This is an optimization exercise on Yosys and OpenROAD, whose aim is small area and a short achievable clock period, not a production implementation. At most, simulation tests tie the RTL to the original design; equivalence was not proved. Power figures rest on the tool's default switching activity, not on a simulated workload.

Design RGBtoGray, start of the top module:
module RGBtoGray (r, g, b, valid_in, clk, rst, grayout, valid_out);
Size: ~4,500 cells after synthesis, about 420 flip-flops, ~130 I/O pins, roughly 38,000 um^2 of cells after synthesis.
==> flow/config.mk <==
export PLATFORM = sky130hd
export DESIGN_NAME = RGBtoGray
export DESIGN_NICKNAME = RGBtoGray
export VERILOG_FILES = /design/flow/design.v
export SDC_FILE = /design/flow/constraint.sdc
export NUM_CORES = 4
export LEC_CHECK = 0
export ABC_AREA = 1
export CAP_MARGIN = 20
export CORE_MARGIN = 2
export CORE_UTILIZATION = 40
export PLACE_DENSITY = 0.6
export SLEW_MARGIN = 20
==> flow/constraint.sdc <==
create_clock -name core_clock -period 12.0 [get_ports {clk}]
set_input_delay 2.4000 -clock core_clock [delete_from_list [all_inputs] [get_ports {clk}]]
set_output_delay 2.4000 -clock core_clock [all_outputs]
set_load 0.01 [all_outputs]
run.sh (not shown) runs the stock make flow with config.mk's settings and CLKGATE_MAP_FILE= SYNTH_SCRIPT=/design/flow/synth_recipe.tcl, a recipe that flattens the netlist after the stock synthesis.
The starting point ran to the end with no violations.
Rerun with:
==> flow/flow/run.sh (new file) <==
#!/bin/bash
set -euo pipefail
bash standard.sh SETUP_SLACK_MARGIN=7.5 finish > standard_flow.log 2>&1
==> flow/standard.sh (new file) <==
#!/bin/bash
# synth_recipe.tcl (not shown) runs the flow's synth.tcl, then flattens the netlist and writes it again
# the make line also repeats each setting of config.mk as NAME=value (left out here)
make -C /OpenROAD-flow-scripts/flow DESIGN_CONFIG=/design/flow/config.mk WORK_HOME=/design/flow/orfs CLKGATE_MAP_FILE= SYNTH_SCRIPT=/design/flow/synth_recipe.tcl "${@:-finish}"
removed: flow/run.sh
After rerunning:
- The new run went through all stages and came out clean
- hold slack gains 0.019 ns
- clock skew increases by 0.0069 ns
- critical path depth does not change
- worst setup slack is better by 1.2 ns
- flip-flop and latch count does not change
- final cell count increases by 4.9%
- via count climbs by 6.9%
- die area does not change
No run of this note included a check of the RTL's function; only the layout flow was run.

* * *

RGBtoGray, a different RTL version from the one above (not shown whole).
Size: about 4,800 cells after synthesis, about 130 I/O pins, about 0.046 mm² of cells after synthesis.
Settings: LEC_CHECK=0, ABC_AREA=1, CAP_MARGIN=20, CORE_MARGIN=2, CORE_UTILIZATION=40, CTS_BUF_LIST=sky130_fd_sc_hd__clkbuf_8, CTS_CLUSTER_DIAMETER=55, CTS_CLUSTER_SIZE=20, PLACE_DENSITY=0.6, SLEW_MARGIN=20; clock period 12.0 ns.
standard.sh (not shown) runs the stock make flow with config.mk's settings and CLKGATE_MAP_FILE= SYNTH_SCRIPT=/design/flow/synth_recipe.tcl, a recipe that flattens the netlist after the stock synthesis.
==> flow/flow/run.sh <==
#!/bin/bash
# 1. the standard synthesis (standard.sh synth), unchanged.
# 2. flow/invpush.py: full adders are self-dual, so an fa cell can take complemented inputs and
#    give complemented outputs; it flips fa cells where that needs fewer inverters. Registers,
#    ports and every register's and port's logic function stay as synthesis made them.
set -euo pipefail
R=orfs/results/${FLOW_PLATFORM}/RGBtoGray/base
bash standard.sh SETUP_SLACK_MARGIN=8 'BUFFER_PORTS_ARGS=-buffer_cell sky130_fd_sc_hd__buf_1' synth > synth.log 2>&1
python3 flow/invpush.py $R/1_2_yosys.v $R/1_2_yosys.inv.v > invpush.log 2>&1
mv $R/1_2_yosys.inv.v $R/1_2_yosys.v
rm -f $R/1_synth.odb
bash standard.sh SETUP_SLACK_MARGIN=8 'BUFFER_PORTS_ARGS=-buffer_cell sky130_fd_sc_hd__buf_1' finish > standard_flow.log 2>&1
Other scripts of this flow, unchanged in this note and not shown: flow/flow/invpush.py
The baseline passed the timing, DRC and antenna checks.
Edit:
- CTS_CLUSTER_DIAMETER: 55 -> 50
- CTS_CLUSTER_SIZE: 20 -> 16
=> Wire length hardly moves. Synthesized cell count stays the same. Sequential power barely changes. Synthesized area does not change. Die area does not change. Via count went up by 0.39%. Non-clock buffer count went down by 2. Cell count stays flat. First-iteration DRC count went up by 3.2%. Worst hold slack gets better by 0.016 ns. Cell area is about the same.
Edit:
- CTS_CLUSTER_DIAMETER: 50 -> 40
- CTS_CLUSTER_SIZE: 16 -> 10
=> Wire length climbs by 0.56%. Non-clock buffer count climbs by 3. Global-route usage climbs by 0.17 points. Die area stays the same. Clock skew drops by 0.0088 ns. Via count climbs by 0.48%. Synthesized area is unchanged. Worst setup slack is about the same.

* * *

Setup of PW:
RGBtoGray again, from the RTL that the note above started with.
Settings: LEC_CHECK=0, ABC_AREA=1, CAP_MARGIN=20, CORE_MARGIN=2, CORE_UTILIZATION=55, CTS_BUF_LIST=sky130_fd_sc_hd__clkbuf_8, CTS_CLUSTER_DIAMETER=50, CTS_CLUSTER_SIZE=16, PLACE_DENSITY=0.75, SLEW_MARGIN=20; clock period 12.0 ns.
Scripts as last shown in full above: flow/flow/run.sh
Other scripts of this flow, unchanged in this note and not shown: flow/flow/invpush.py
> inputs changed (PW -> JK)
- CORE_UTILIZATION changed from 55 to 40
- CTS_CLUSTER_SIZE changed from 16 to 12
- CTS_CLUSTER_DIAMETER changed from 50 to 45
- PLACE_DENSITY changed from 0.75 to 0.6
--- outcome ---
JK did not stop at any stage, and its layout met the timing, DRC and antenna checks. Reported for PW and JK, maximum buffer depth of the clock tree turned out identical to the last digit. Number of global-route vias before repair (lower): PW. On instance count after placement with tap cells included: between PW and JK, it ends up higher for JK. Compared with PW, die area in JK increased by more than a quarter. Sort PW and JK by met1 routed wirelength after detailed routing asc -> top: PW. JK ended up with a lower aggregate global-route resource usage than PW did. PW ended up with fewer cell instances than JK did. [compare] base=PW new=JK: hold slack now sits higher, sequential share of layout area now sits lower, worst slack after detailed placement now sits lower, shortest clock period the worst path allows after layout now sits higher.

* * *

== run A ==
Another version of the RTL of RGBtoGray (not shown whole).
Size in the first run: ~4,700 cells after synthesis, roughly 130 I/O pins, roughly 45,000 um^2 of cells after synthesis.
export LEC_CHECK = 0
export ABC_AREA = 1
export CAP_MARGIN = 20
export CORE_MARGIN = 2
export CORE_UTILIZATION = 60
export CTS_BUF_LIST = sky130_fd_sc_hd__clkbuf_8
export CTS_CLUSTER_DIAMETER = 50
export CTS_CLUSTER_SIZE = 16
export PLACE_DENSITY = 0.8
export SLEW_MARGIN = 20
create_clock -name core_clock -period 12.0 [get_ports {clk}]
Scripts as last shown in full above: flow/flow/run.sh
Other scripts of this flow, unchanged in this note and not shown: flow/flow/invpush.py
--- input diff run A..run B ---
diff --git a/flow/flow/run.sh b/flow/flow/run.sh
--- a/flow/flow/run.sh
+++ b/flow/flow/run.sh
@@ -6,7 +6,7 @@
 set -euo pipefail
 R=orfs/results/${FLOW_PLATFORM}/RGBtoGray/base
-bash standard.sh SETUP_SLACK_MARGIN=8 'BUFFER_PORTS_ARGS=-buffer_cell sky130_fd_sc_hd__buf_1' synth > synth.log 2>&1
+bash standard.sh SETUP_SLACK_MARGIN=8.6 'BUFFER_PORTS_ARGS=-buffer_cell sky130_fd_sc_hd__buf_1' synth > synth.log 2>&1
 python3 flow/invpush.py $R/1_2_yosys.v $R/1_2_yosys.inv.v > invpush.log 2>&1
 mv $R/1_2_yosys.inv.v $R/1_2_yosys.v
 rm -f $R/1_synth.odb
-bash standard.sh SETUP_SLACK_MARGIN=8 'BUFFER_PORTS_ARGS=-buffer_cell sky130_fd_sc_hd__buf_1' finish > standard_flow.log 2>&1
+bash standard.sh SETUP_SLACK_MARGIN=8.6 'BUFFER_PORTS_ARGS=-buffer_cell sky130_fd_sc_hd__buf_1' finish > standard_flow.log 2>&1
==> comparison <==
Hold slack: run B better than run A. Compared with run A, run B shows a lower share of the cycle needed by the critical path after routing. Fmax: run B higher than run A. Run B vs. run A: final worst slack went up by 0.35 ns. Run B — detail-routed via count per cell 2.0% higher, run A as reference.
Changes in run C relative to run B:
diff --git a/flow/flow/run.sh b/flow/flow/run.sh
--- a/flow/flow/run.sh
+++ b/flow/flow/run.sh
@@ -6,7 +6,7 @@
 set -euo pipefail
 R=orfs/results/${FLOW_PLATFORM}/RGBtoGray/base
-bash standard.sh SETUP_SLACK_MARGIN=8.6 'BUFFER_PORTS_ARGS=-buffer_cell sky130_fd_sc_hd__buf_1' synth > synth.log 2>&1
+bash standard.sh SETUP_SLACK_MARGIN=8.75 'BUFFER_PORTS_ARGS=-buffer_cell sky130_fd_sc_hd__buf_1' synth > synth.log 2>&1
 python3 flow/invpush.py $R/1_2_yosys.v $R/1_2_yosys.inv.v > invpush.log 2>&1
 mv $R/1_2_yosys.inv.v $R/1_2_yosys.v
 rm -f $R/1_synth.odb
-bash standard.sh SETUP_SLACK_MARGIN=8.6 'BUFFER_PORTS_ARGS=-buffer_cell sky130_fd_sc_hd__buf_1' finish > standard_flow.log 2>&1
+bash standard.sh SETUP_SLACK_MARGIN=8.75 'BUFFER_PORTS_ARGS=-buffer_cell sky130_fd_sc_hd__buf_1' finish > standard_flow.log 2>&1
- Run C vs. run B: aggregate routed wire length grew by about 7%; fill cell total of the finished layout went down by about 7%; number of standard cells in the layout, taps in and fillers out went up by 108; vias after detailed routing moved up; part of the cycle the worst path needs now larger.
- Highest achievable clock rate, run C vs run B: down slightly
- Relative to run B, run C degrades final area.
- The amount of wire on met3 after detailed routing in run C sits 1300 um above the value recorded for run B.
- Diff run B..run C | power attributed to the clock group | negligible
- Run C vs. run B: number of cells on the worst reg-to-reg path rose by 1; setup slack after layout fell by 0.044 ns.
Changes in run D relative to run C:
diff --git a/flow/flow/run.sh b/flow/flow/run.sh
--- a/flow/flow/run.sh
+++ b/flow/flow/run.sh
@@ -6,7 +6,7 @@
 set -euo pipefail
 R=orfs/results/${FLOW_PLATFORM}/RGBtoGray/base
-bash standard.sh SETUP_SLACK_MARGIN=8.75 'BUFFER_PORTS_ARGS=-buffer_cell sky130_fd_sc_hd__buf_1' synth > synth.log 2>&1
+bash standard.sh SETUP_SLACK_MARGIN=8.5 'BUFFER_PORTS_ARGS=-buffer_cell sky130_fd_sc_hd__buf_1' synth > synth.log 2>&1
 python3 flow/invpush.py $R/1_2_yosys.v $R/1_2_yosys.inv.v > invpush.log 2>&1
 mv $R/1_2_yosys.inv.v $R/1_2_yosys.v
 rm -f $R/1_synth.odb
-bash standard.sh SETUP_SLACK_MARGIN=8.75 'BUFFER_PORTS_ARGS=-buffer_cell sky130_fd_sc_hd__buf_1' finish > standard_flow.log 2>&1
+bash standard.sh SETUP_SLACK_MARGIN=8.5 'BUFFER_PORTS_ARGS=-buffer_cell sky130_fd_sc_hd__buf_1' finish > standard_flow.log 2>&1
Run D ended with every stage complete and zero timing, DRC or antenna violations.
Relative to run C, fraction of power consumed by combinational cells decreased by 3.3 points in run D.
In run D relative to run C, CTS buffer count had gone down slightly.
In run D, the clock group share of total power came out 0.9 points above the value in run C.
Compared with run C, via count of the first global-routing pass in run D decreased slightly.
[compare] base=run C new=run D: worst hold margin picked up an extra 0.0056 ns, total via count after detailed routing lost 1,346.
Comparing run C against run D, there is no change at all in final max-slew violation count.
The run showing the greater minimum clock period is run C.
Share of final-layout standard cells stronger than drive strength 1 for run D: 6.9 points down relative to run C
In the tables for run D and run C, routed wire length reads lower with run D.
Run D ends up with a first-pass GRT wire length that is about 1.8% lower than in run C.

## afterwards: timing with drivers on the ports
The flow's constraints put no driver on any port. The routed layouts listed below were extracted and timed again, unchanged, in two steps. Step 1 assumes that a clkbuf_16 drives the clock port and a buf_2 every other input. Step 2 also shifts input and output timing later by t, the mid clock arrival at the registers, as if the neighbouring blocks saw the same clock. Three values: no drivers, after step 1, after step 2; two values: the first two.
run | shift t [ns] | setup WS [ns] | hold slack, ns | worst setup path after step 2 | worst register clock-pin slew, ns
the first run of note 1 | 0.687 | 4.927 / 4.927 / 4.927 | 0.306 / 0.306 / 0.306 | register to register | 0.07 / 0.07
the second run of note 1 | 0.691 | 6.082 / 6.082 / 6.082 | 0.325 / 0.325 / 0.325 | register to register | 0.07 / 0.07
the first run of note 2 | 0.789 | 8.146 / 8.146 / 8.146 | 0.302 / 0.302 / 0.302 | register to register | 0.11 / 0.11
the second run of note 2 | 0.816 | 8.150 / 8.150 / 8.150 | 0.318 / 0.318 / 0.318 | register to register | 0.10 / 0.10
the third run of note 2 | 0.876 | 8.148 / 8.148 / 8.148 | 0.312 / 0.312 / 0.312 | register to register | 0.07 / 0.07
PW | 0.795 | 8.174 / 8.174 / 8.174 | 0.302 / 0.302 / 0.302 | register to register | 0.10 / 0.10
JK | 0.824 | 8.159 / 8.159 / 8.159 | 0.322 / 0.322 / 0.322 | register to register | 0.08 / 0.08
run A | 0.762 | 8.060 / 8.060 / 8.060 | 0.312 / 0.312 / 0.312 | register to register | 0.10 / 0.10
run B | 0.768 | 8.413 / 8.381 / 8.413 | 0.317 / 0.317 / 0.317 | register to register | 0.10 / 0.10
run C | 0.778 | 8.368 / 8.357 / 8.368 | 0.307 / 0.307 / 0.307 | register to register | 0.10 / 0.10
run D | 0.768 | 8.394 / 8.377 / 8.394 | 0.313 / 0.313 / 0.313 | register to register | 0.10 / 0.10
After both steps every run listed still meets setup and hold.
